This design comes from an exercise in tuning for small area on the open sky130 flow, not from production work.
In this exercise RTL edits were held to simulation tests only and were not proved equivalent to the original.
Power is estimated from default activity; no workload was simulated.

===== flow/design.v =====
module top(
    input  wire clk,
    input  wire rst_n,
    input  wire dq_in,
    output wire dq_oe,
    input  wire rx,
    output wire tx,
    output wire SH_CP,
    output wire ST_CP,
    output wire DS
);
    reg [2:0]  d;
    reg [11:0] b;
    reg [2:0]  p1;
    reg [2:0]  m5;
    wire d_end  = (d == 3'd4);
    wire b_end  = (b == 12'd3999);
    wire t200   = (d == 3'd0) && (b == 12'd0 || b == 12'd2000);    
    wire w200   = d_end && (b == 12'd1999 || b_end);                 
    wire end_1s = w200 && p1 == 3'd7 && m5 == 3'd4;                  
    always @(posedge clk or negedge rst_n)
        if (!rst_n) begin
            d <= 3'd0; b <= 12'd0; p1 <= 3'd7; m5 <= 3'd4;
        end else begin
            d <= d_end ? 3'd0 : d + 3'd1;
            if (d_end) b <= b_end ? 12'd0 : b + 12'd1;
            if (t200) begin
                p1 <= p1 + 3'd1;
                if (p1 == 3'd7) m5 <= (m5 == 3'd4) ? 3'd0 : m5 + 3'd1;
            end
        end
    localparam S_IDLE = 3'd0, S_INIT = 3'd1, S_SKROM = 3'd2, S_SET = 3'd3,
               S_CONV = 3'd4, S_WAIT = 3'd5, S_READ = 3'd6, S_RDT = 3'd7;
    reg [2:0]  cs;
    reg        set_flag, convert_read;
    reg [1:0]  set_byte;
    reg [1:0]  cmd;
    reg [16:0] cw;           
    reg [1:0]  cmd_r;
    reg [15:0] cnt_1000us;
    reg [11:0] cnt_60;       
    reg        end_init, end_bit, start_flag, cnt_byte;
    reg [11:0] cnt_us;
    reg [2:0]  cnt_bit;
    reg [2:0]  cmd_ok;
    reg [1:0]  ratio_num;
    reg        ratio_en;
    reg [11:0] R;            
    reg        samp;
    wire st_idle = cs == S_IDLE;
    wire st_init = cs == S_INIT;
    wire st_skrom = cs == S_SKROM;
    wire st_set  = cs == S_SET;
    wire st_conv = cs == S_CONV;
    wire st_wait = cs == S_WAIT;
    wire st_read = cs == S_READ;
    wire st_rdt  = cs == S_RDT;
    wire end_1ms  = st_idle && cw == 17'd49999;
    wire end_750  = st_wait && cw == 17'd99999;
    wire init2idle  = st_init && !cmd_ok[0] && end_init;
    wire init2skrom = st_init && cmd_ok[0] && end_init;
    wire skrom2set  = st_skrom && set_flag && end_bit;
    wire skrom2conv = st_skrom && !convert_read && end_bit;
    wire skrom2read = st_skrom && convert_read && end_bit;
    wire add_byte   = st_set && end_bit;
    wire set2idle   = add_byte && set_byte == 2'd3;
    wire conv2wait  = st_conv && cmd_ok[1];
    wire read2rdt   = st_read && cmd_ok[1];
    wire rdt2idle   = st_rdt && cmd_ok[2];
    reg [2:0] ns;
    always @(*) begin
        ns = cs;
        case (cs)
            S_IDLE:  if (end_1ms) ns = S_INIT;
            S_INIT:  if (init2idle) ns = S_IDLE; else if (init2skrom) ns = S_SKROM;
            S_SKROM: if (skrom2set) ns = S_SET; else if (skrom2conv) ns = S_CONV;
                     else if (skrom2read) ns = S_READ;
            S_SET:   if (set2idle) ns = S_IDLE;
            S_CONV:  if (conv2wait) ns = S_WAIT;
            S_WAIT:  if (end_750) ns = S_IDLE;
            S_READ:  if (read2rdt) ns = S_RDT;
            S_RDT:   if (rdt2idle) ns = S_IDLE;
        endcase
    end
    reg [7:0] sd;            
    always @(*) begin
        case (cs)
            S_SKROM: sd = 8'hcc;
            S_CONV:  sd = 8'h44;
            S_READ:  sd = 8'hbe;
            S_SET: case (set_byte)
                2'd0: sd = 8'h4e;
                2'd1: sd = 8'h2d;
                2'd2: sd = 8'hf6;
                default: sd = {1'b0, ~ratio_num, 5'h1f};
            endcase
            default: sd = 8'h00;
        endcase
    end
    always @(posedge clk or negedge rst_n)
        if (!rst_n) begin
            cs <= S_IDLE; set_flag <= 1'b0; convert_read <= 1'b0;
            set_byte <= 2'd0; cmd <= 2'd0; cw <= 17'd0;
        end else begin
            cs <= ns;
            if (ratio_en) set_flag <= 1'b1;
            else if (set2idle) set_flag <= 1'b0;
            if (set2idle) convert_read <= 1'b0;
            else if (end_750) convert_read <= 1'b1;
            else if (rdt2idle) convert_read <= 1'b0;
            if (add_byte) set_byte <= set_byte + 2'd1;
            if (end_1ms) cmd <= 2'd1;
            else if (init2skrom || skrom2set || skrom2conv || skrom2read || add_byte) cmd <= 2'd2;
            else if (read2rdt) cmd <= 2'd3;
            else cmd <= 2'd0;
            if (st_idle) cw <= end_1ms ? 17'd0 : cw + 17'd1;
            else if (st_wait) cw <= end_750 ? 17'd0 : cw + 17'd1;
        end
    wire end_1000    = cmd_r == 2'd1 && cnt_1000us == 16'd49999;
    wire add_60      = cnt_1000us > 16'd24999 && !dq_in;
    wire end_us      = start_flag && cnt_us == 12'd3999;
    wire end_cnt_bit = end_us && cnt_bit == 3'd7;
    wire rd_slot     = cmd_r == 2'd3;
    wire [3:0] idx   = {cnt_byte, cnt_bit};
    assign dq_oe = (cmd_r == 2'd1) ? (cnt_1000us <= 16'd24999) :
                   (cmd_r == 2'd2) ? (sd[cnt_bit] ? (cnt_us <= 12'd349) : (cnt_us <= 12'd3499)) :
                   (cmd_r == 2'd3) ? (cnt_us <= 12'd150) : 1'b0;
    always @(posedge clk or negedge rst_n)
        if (!rst_n) begin
            cmd_r <= 2'd0; cnt_1000us <= 16'd0; cnt_60 <= 12'd0; end_init <= 1'b0;
            start_flag <= 1'b0; cnt_us <= 12'd0; cnt_bit <= 3'd0; end_bit <= 1'b0;
            cnt_byte <= 1'b0; cmd_ok <= 3'd0;
        end else begin
            if (cmd != 2'd0) cmd_r <= cmd;
            if (cmd_r != 2'd1) cnt_1000us <= 16'd0;
            else cnt_1000us <= end_1000 ? 16'd0 : cnt_1000us + 16'd1;
            if (cmd_r != 2'd1) cnt_60 <= 12'd0;
            else if (add_60) cnt_60 <= end_1000 ? 12'd0 : (cnt_60 == 12'd2999) ? cnt_60 : cnt_60 + 12'd1;
            end_init <= end_1000;
            if (end_cnt_bit) start_flag <= 1'b0;
            else if (cnt_byte || cmd[1]) start_flag <= 1'b1;
            if (start_flag) cnt_us <= end_us ? 12'd0 : cnt_us + 12'd1;
            if (end_us) cnt_bit <= cnt_bit + 3'd1;
            end_bit <= end_cnt_bit;
            if (!rd_slot) cnt_byte <= 1'b0;
            else if (end_cnt_bit) cnt_byte <= ~cnt_byte;
            if (cmd_r == 2'd1) begin
                if (end_1000 && cnt_60 >= 12'd2999) cmd_ok[0] <= 1'b1; else cmd_ok <= 3'd0;
            end else if (cmd_r == 2'd2) begin
                if (end_cnt_bit) cmd_ok[1] <= 1'b1; else cmd_ok <= 3'd0;
            end else if (cmd_r == 2'd3) begin
                if (cnt_byte && end_cnt_bit) cmd_ok[2] <= 1'b1; else cmd_ok <= 3'd0;
            end else cmd_ok <= 3'd0;
        end
    always @(posedge clk)
        if (rd_slot && cnt_us == 12'd599) samp <= dq_in;
    integer i;
    always @(posedge clk or negedge rst_n)
        if (!rst_n) R <= 12'd0;
        else if (rd_slot && cnt_us == 12'd602) begin
            for (i = 0; i < 11; i = i + 1)
                if (idx == i) R[i] <= samp;
            if (idx == 4'd15) R[11] <= samp;
        end
    wire sign_live = (rd_slot && idx == 4'd15 && cnt_us >= 12'd600 && cnt_us <= 12'd602) ? samp : R[11];
    wire [10:0] mag = R[11] ? (~R[10:0] + 11'd1) : R[10:0];
    wire [3:0]  fr  = mag[3:0];
    wire [6:0]  nn  = mag[10:4];
    wire [3:0]  d5  = nn / 7'd10;
    wire [3:0]  d4  = nn % 7'd10;
    function [3:0] fdig;     
        input [3:0] f;
        input [1:0] k;
        begin
            case (k)
                2'd0: fdig = f[0] ? 4'd5 : 4'd0;
                2'd1: case (f[1:0]) 2'd0: fdig = 4'd0; 2'd1: fdig = 4'd2; 2'd2: fdig = 4'd5; default: fdig = 4'd7; endcase
                2'd2: case (f[2:0]) 3'd0: fdig = 4'd0; 3'd1: fdig = 4'd6; 3'd2: fdig = 4'd2; 3'd3: fdig = 4'd8;
                                    3'd4: fdig = 4'd5; 3'd5: fdig = 4'd1; 3'd6: fdig = 4'd7; default: fdig = 4'd3; endcase
                default: case (f) 4'd0, 4'd1: fdig = 4'd0; 4'd2, 4'd3: fdig = 4'd1; 4'd4: fdig = 4'd2;
                                  4'd5, 4'd6: fdig = 4'd3; 4'd7: fdig = 4'd4; 4'd8, 4'd9: fdig = 4'd5;
                                  4'd10, 4'd11: fdig = 4'd6; 4'd12: fdig = 4'd7; 4'd13, 4'd14: fdig = 4'd8;
                                  default: fdig = 4'd9; endcase
            endcase
        end
    endfunction
    function [6:0] segtab;
        input [3:0] n;
        case (n)
            4'd0: segtab = 7'h40; 4'd1: segtab = 7'h79; 4'd2: segtab = 7'h24; 4'd3: segtab = 7'h30;
            4'd4: segtab = 7'h19; 4'd5: segtab = 7'h12; 4'd6: segtab = 7'h02; 4'd7: segtab = 7'h78;
            4'd8: segtab = 7'h00; 4'd9: segtab = 7'h10; 4'd10: segtab = 7'h08; 4'd11: segtab = 7'h03;
            4'd12: segtab = 7'h46; 4'd13: segtab = 7'h21; 4'd14: segtab = 7'h06; default: segtab = 7'h0e;
        endcase
    endfunction
    reg [3:0] num;
    always @(*) begin
        case (p1)
            3'd0, 3'd1, 3'd2, 3'd3: num = fdig(fr, p1[1:0]);
            3'd4: num = d4;
            3'd5: num = d5;
            default: num = 4'd0;
        endcase
    end
    wire [2:0] bi     = ~b[3:1];
    wire       dot_r  = (p1 != 3'd4) | (d == 3'd1 && b == 12'd0);
    wire [7:0] segv   = {dot_r, segtab(num)};
    wire       segbit = segv[bi];
    wire       selbit = (p1 == bi);
    reg sh_r, st_r, ds_r;
    always @(posedge clk or negedge rst_n)
        if (!rst_n) begin
            sh_r <= 1'b0; st_r <= 1'b0; ds_r <= 1'b0;
        end else begin
            sh_r <= b[0];
            st_r <= (b[4:0] == 5'd0);
            if (!b[0]) ds_r <= b[4] ? selbit : segbit;
        end
    assign SH_CP = sh_r;
    assign ST_CP = st_r;
    assign DS    = ds_r;
    localparam R_IDLE = 2'd0, R_START = 2'd1, R_RECV = 2'd2, R_STOP = 2'd3;
    reg        rx0, rx1, rx2;
    reg [1:0]  rs;
    reg [8:0]  rcnt;
    reg [2:0]  rbit;
    reg        chk, rx_done, ratio_en2;
    reg [7:0]  rxd;
    wire nedge = ~rx1 & rx2;
    wire end_r = rs != R_IDLE && rcnt == 9'd433;
    wire half  = rcnt == 9'd215;
    always @(posedge clk or negedge rst_n)
        if (!rst_n) begin
            rx0 <= 1'b0; rx1 <= 1'b0; rx2 <= 1'b0; rs <= R_IDLE; rcnt <= 9'd0; rbit <= 3'd0;
            chk <= 1'b1; rx_done <= 1'b0; ratio_en <= 1'b0; ratio_en2 <= 1'b0; ratio_num <= 2'd0;
        end else begin
            rx0 <= rx; rx1 <= rx0; rx2 <= rx1;
            rcnt <= (rs == R_IDLE || end_r) ? 9'd0 : rcnt + 9'd1;
            case (rs)
                R_IDLE:  if (nedge) rs <= R_START;
                R_START: if (end_r && chk) rs <= R_RECV; else if (!chk) rs <= R_IDLE;
                R_RECV:  if (end_r && rbit == 3'd7) rs <= R_STOP;
                default: if (end_r || !chk) rs <= R_IDLE;
            endcase
            if (!chk) rbit <= 3'd0;
            else if (rs == R_RECV && end_r) rbit <= rbit + 3'd1;
            case (rs)
                R_IDLE, R_RECV: chk <= 1'b1;
                R_START: if (half) chk <= ~rx2;
                default: if (half) chk <= rx2;
            endcase
            if (rs == R_IDLE) rx_done <= 1'b0;
            else if (rs == R_STOP && end_r) rx_done <= 1'b1;
            ratio_en <= rx_done;
            ratio_en2 <= ratio_en;
            if (ratio_en2)
                case (rxd)
                    8'h39: ratio_num <= 2'd3;
                    8'h41, 8'h61: ratio_num <= 2'd2;
                    8'h42, 8'h62: ratio_num <= 2'd1;
                    8'h43, 8'h63: ratio_num <= 2'd0;
                    default: ;
                endcase
        end
    always @(posedge clk)
        if (rs == R_RECV && half) rxd[rbit] <= rx2;
    localparam T_IDLE = 2'd0, T_START = 2'd1, T_SEND = 2'd2, T_STOP = 2'd3;
    reg [1:0]  ts;
    reg [8:0]  tcnt;
    reg [2:0]  tbit;
    reg        tx_done, tx_r, tx_start, sign_l;
    reg [3:0]  bcnt;
    reg [11:0] mr;           
    wire end_t = ts != T_IDLE && tcnt == 9'd433;
    wire add_b = tx_done && tx_start;
    wire end_b = add_b && bcnt == 4'd15;
    reg [7:0] tbyte;
    always @(*) begin
        case (bcnt)
            4'd0:  tbyte = 8'hce;
            4'd1:  tbyte = 8'hc2;
            4'd2:  tbyte = 8'hb6;
            4'd3:  tbyte = 8'hc8;
            4'd4:  tbyte = 8'h3a;
            4'd5:  tbyte = sign_l ? 8'h2d : 8'h2b;
            4'd6:  tbyte = (mr[11:8] > 4'd9) ? 8'h00 : {4'h3, mr[11:8]};
            4'd7:  tbyte = {4'h3, mr[7:4]};
            4'd8:  tbyte = 8'h2e;
            4'd9:  tbyte = {4'h3, fdig(mr[3:0], 2'd3)};
            4'd10: tbyte = {4'h3, fdig(mr[3:0], 2'd2)};
            4'd11: tbyte = {4'h3, fdig(mr[3:0], 2'd1)};
            4'd12: tbyte = {4'h3, fdig(mr[3:0], 2'd0)};
            4'd13: tbyte = 8'ha1;
            4'd14: tbyte = 8'he6;
            default: tbyte = 8'h0a;
        endcase
    end
    always @(posedge clk or negedge rst_n)
        if (!rst_n) begin
            ts <= T_IDLE; tcnt <= 9'd0; tbit <= 3'd0; tx_done <= 1'b0; tx_r <= 1'b1;
            tx_start <= 1'b0; bcnt <= 4'd0; mr <= 12'd0;
        end else begin
            tcnt <= (ts == T_IDLE || end_t) ? 9'd0 : tcnt + 9'd1;
            case (ts)
                T_IDLE:  if (tx_start) ts <= T_START;
                T_START: if (end_t) ts <= T_SEND;
                T_SEND:  if (end_t && tbit == 3'd7) ts <= T_STOP;
                default: if (end_t) ts <= T_IDLE;
            endcase
            if (ts == T_SEND && end_t) tbit <= tbit + 3'd1;
            if (ts == T_IDLE) tx_done <= 1'b0;
            else if (ts == T_STOP && end_t) tx_done <= 1'b1;
            case (ts)
                T_START: tx_r <= 1'b0;
                T_SEND:  tx_r <= tbyte[tbit];
                default: tx_r <= 1'b1;
            endcase
            if (end_b) tx_start <= 1'b0;
            else if (end_1s) tx_start <= 1'b1;
            if (add_b) bcnt <= bcnt + 4'd1;
            if (ts == T_START && tcnt == 9'd1 && !tx_start) mr <= {d5, d4, fr};
        end
    always @(posedge clk)
        if (ts == T_START && tcnt == 9'd432) sign_l <= sign_live;
    assign tx = tx_r;
endmodule

===== flow/run.sh =====
#!/bin/bash
# synth_recipe.tcl (not shown) runs the flow's synth.tcl, then flattens the netlist and writes it again
# the make line also repeats each setting of config.mk as NAME=value (left out here)
make -C /OpenROAD-flow-scripts/flow DESIGN_CONFIG=/design/flow/config.mk WORK_HOME=/design/flow/orfs CLKGATE_MAP_FILE= SYNTH_SCRIPT=/design/flow/synth_recipe.tcl finish

===== flow/config.mk =====
export PLATFORM = sky130hd
export DESIGN_NAME = top
export DESIGN_NICKNAME = top
export VERILOG_FILES = /design/flow/design.v
export SDC_FILE = /design/flow/constraint.sdc
export NUM_CORES = 4
export LEC_CHECK = 0
export CAP_MARGIN = 20
export CORE_MARGIN = 2
export CORE_UTILIZATION = 40
export SLEW_MARGIN = 20

===== flow/constraint.sdc =====
create_clock -name core_clock -period 100.0 [get_ports {clk}]
set_input_delay 20.0000 -clock core_clock [delete_from_list [all_inputs] [get_ports {clk}]]
set_output_delay 20.0000 -clock core_clock [all_outputs]
set_load 0.01 [all_outputs]

==> summary.txt <==
Outcome
  – Status: finished clean

Timing
  – Post-route clock period utilization: 0.235
  – Final setup fails: 0
  – Final Max Tran Viols: 0
  – RSZ-0062 raised after global routing: no
  – WHS: about 0.36 ns
  – Slew HR: 0.422
  – Endpoints failing hold: 0
  – Final setup margin: between 70 and 80 ns
  – Final Critical Period: 23.46 ns
  – Maximum clock frequency: 42.6 MHz
  – Setup TNS: 0 ns
  – Actual slew at the worst max-slew pin: 0.867 ns
  – Clock Skews: 0.00902 ns

Drt
  – 1st-iter DRT viols: 586
  – TritonRoute pass-1 iters: 5
  – Drt drc: 0
  – Antenna Nets Post-Route: 0
  – Drt wl/cell: about 14 µm
  – Vias: around 9300
  – Post-Route WL: 24400 µm
  – Vias/cell: 5.41

Power and ir drop
  – PD cells: 11.2 mW/mm²
  – Power Total: 144 µW
  – Leak pwr: between 5 and 6 nW
  – Maximum VDD drop: 10.7 µV

Yosys
  – Top cell type's share of synthesized area: 0.345
  – Post-Synthesis Cell Area: 0.0119 mm²
  – Synthesized instance count: between 1000 and 1500
  – Synth Net Count: between 1000 and 1500
  – Post-synth ARST share: 0.944
  – Number of synthesized flops with an enable pin: 10
  – Main synth FF type: dfrtp_1
  – Area leader, netlist: dfrtp_1
  – Register area share after synthesis: 0.383
  – Count of different cell masters after synthesis: 100
  – Synthesis warning total: 1
  – Synthesis-stage register bit count: 180
  – Post-synthesis area per instance: 8.88 µm²
  – Area contributors post-synth: dfrtp_1 (34%), ha_1 (8.1%), nand2_1 (4.7%), nor2_1 (4.6%), o21ai_0 (3.9%)

Floorplan
  – Die Width: 177 µm
  – Core area: between 0.02 and 0.03 mm²
  – Die Y: 177 µm
  – Initial core utilization: 0.404
  – Placement Rows: 63
  – Die footprint: 0.0312 mm²
  – Boundary Pins: 9

Global route
  – Initial antenna violation count: 0
  – Vias in the first global route: 8778
  – Pin count of the biggest net entering global routing: 70
  – Wire length of the first global-routing pass: about 42000 µm
  – Global route overflow: 0
  – Global Route Usage Sum: 0.163

Finish
  – Final std cells w/o fill: 1721
  – Register area: approximately 0.0046 mm²
  – Layout area overhead: 7.56%
  – Fill cell count: 2927
  – Commonest non-fill, non-tap cell in the layout: dfrtp_1
  – Most frequent cells in the layout: dfrtp_1 (164), nand2_1 (149), nor2_1 (146), o21ai_0 (94), ha_1 (77)
  – Proportion of layout cells with a drive suffix above 1: 0.0706
  – Design Area, Final: 0.0128 mm²
  – Inserted Diodes: 0
  – Post-layout util: 0.435
  – Multi-input logic area: ~0.0069 mm²
  – Total Nets Final: 1399

Clock network
  – CTS sink cnt: 180
  – Max clock buf depth: 2
  – Clock Latency Late Sink: 0.44 ns
  – Total CTS buffers: 17
  – Post-CTS setup buffer count: 0
  – Root buffer cell: clkbuf_16
  – TritonCTS clock tree: yes
  – Clock transition at path regs: 0.07 ns
  – # resized after CTS: 0
  – Htree depth: 4
  – Hold buffer count at cts: 0

Worst setup path
  – Critical path cell sequence: inv_1 -> ha_1 -> o31ai_1 -> nand2_1 -> a22oi_1 -> a21oi_1 -> a311o_1 -> nand2_1 -> o21ai_0 -> a21oi_1 -> a21oi_1 -> o311ai_0 -> clkdlybuf4s50_1
  – Reg2reg end: ds_r
  – CP Class: reg2out
  – R2r startpoint: R[0]
  – Critical Path AT: around 3.5 ns
  – WP data required: 80.00 ns
  – Buffers plus inverters on the worst setup path: 2
  – Worst-path maximum fanout: 5
  – Crit start category: register
  – Most common cell on crit path: a21oi_1
  – Critical path's top delay family: compound AO/OA/AOI/OAI gates
  – Worst reg-to-reg path cell count: 30
  – CP Capture Type: primary output
  – Critical-path top delay cell: clkdlybuf4s50_1
  – Worst R2R Setup Slack: 91.50 ns
  – CP max stage delay: 0.61 ns

Hold path
  – Min-Delay Path Class: reg2reg
  – Hold endpoint: rx1
  – Hold Path Stages: 0
  – Hold wc startpoint: rx0

Placement
  – Cells after DPL: 1689
  – # port buffers: 8
  – Placed inst area: 0.0123 mm²
  – Routability cong.: around 0.83
  – Pre-CTS setup slack: 77.00 ns
  – HPWL after DPL: between 15000 and 20000 µm

Job
  – Max Cap Viol: 0
## layout make-up
cell class | count | area share
Clock buffer | 21 | 0.0344
Inverter | 65 | 0.0190
Clock inverter | 11 | 0.00771
Timing Repair Buffer | 12 | 0.00869
Multi-Input combinational cell | 1042 | 0.536
Tap cell | 390 | 0.0381
Sequential cell | 180 | 0.356
## worst max-delay path by stage
| stage | from | cells past startpoint | to |
|---|---|---|---|
| 4_1_cts | set_byte[0] | 13 | dq_oe |
| 2_1_floorplan | set_byte[0] | 12 | dq_oe |
| 5_1_grt | set_byte[0] | 13 | dq_oe |
| 3_5_place_dp | set_byte[0] | 13 | dq_oe |
| 3_3_place_gp | set_byte[0] | 13 | dq_oe |
| 6_report | set_byte[0] | 13 | dq_oe |
## kinds of logic (layout without fill, tap and decap cells)
| logic type | after synthesis | count (layout) | synth area share |
|---|---|---|---|
| adders and majority gates | 77 | 77 | 0.0809 |
| muxes | 42 | 42 | 0.0385 |
| and+or+nand+nor | 549 | 549 | 0.229 |
| xor gates and xnor gates | 87 | 87 | 0.0668 |
| DFF | 180 | 180 | 0.383 |
| AOI/OAI and AO/OA | 287 | 287 | 0.161 |
| buffers and inverters | 120 | 109 | 0.0410 |
## state kept, by name (all words and copies together) (netlist names), 3 cells and up
name / flops
cnt_60: 12
cmd_ok: 3
cnt_bit: 3
rxd: 8
tbit: 3
p1: 3
R: 12
cs: 3
mr: 12
d: 3
cw: 17
cnt_us: 12
b: 12
rcnt: 9
cnt_1000us: 16
bcnt: 4
tcnt: 9
rbit: 3
m5: 3
## layer usage
| metal | vias to the layer above | GRT usage | wire length, µm |
|---|---|---|---|
| met5 | - | 0 | 0 |
| met4 | 0 | 0.0410 | 275 |
| met3 | 20 | 0.0289 | 814 |
| met2 | 146 | 0.259 | 11100 |
| met1 | 4416 | 0.230 | 12200 |
| li1 | 4733 | - | - |
## Yosys cell counts (9+ instances only)
library cell / n
ha_1: 77
or3_1: 11
nor2_1: 146
nor2b_1: 16
xor2_1: 43
nand4_1: 16
nand2b_1: 17
nand2_1: 149
o21ai_0: 94
nor3_1: 33
nor3b_1: 9
xnor2_1: 41
and2_1: 11
inv_1: 63
clkbuf_1: 44
nand3b_1: 11
mux2_2: 27
a21oi_1: 61
and3_1: 21
dfrtp_1: 164
o31ai_1: 14
nor4_1: 15
edfxtp_1: 10
a21o_1: 9
nand3_1: 51
a31oi_1: 14
mux2i_1: 13
## where the power goes
part	switching (mW)	total (mW)	internal, mW
clock	0.0306	0.0630	0.0325
combinational	0.00394	0.00572	0.00177
sequential	0.000996	0.0751	0.0741
## worst reg2reg max path, delay by kind of cell (launching register included)
kind / cells / cell delay (ns)
AOI/OAI and AO/OA: 15 / 4.18
adders and majority gates: 5 / 1.43
and+or+nand+nor: 4 / 1.10
buffers and inverters: 3 / 0.58
DFF: 1 / 0.47
xor gates and xnor gates: 2 / 0.31
muxes: 1 / 0.28

-- re-timing with driven ports --
Ports are ideal in the flow. The routed layout listed here was re-timed in OpenROAD. Step 1 assumes that a clkbuf_16 drives the clock port and a buf_2 every other input. Step 2 also shifts input and output timing later by t, the mid clock arrival at the registers, as if the neighbouring blocks saw the same clock. Three values: ideal, step 1, step 2; two values: the first two.
shift t [ns]: 0.476
setup slack, ns: 76.542 / 76.495 / 76.972
hold slack, ns: 0.356 / 0.356 / 0.356
latest minus earliest clock arrival (ns): 0.013 / 0.013
worst data-port slew with drivers (ns): 0.04
After both steps setup and hold are still met in this run. For this run, drivers alone change the setup slack by -0.047 ns; drivers and shift together by +0.430 ns.
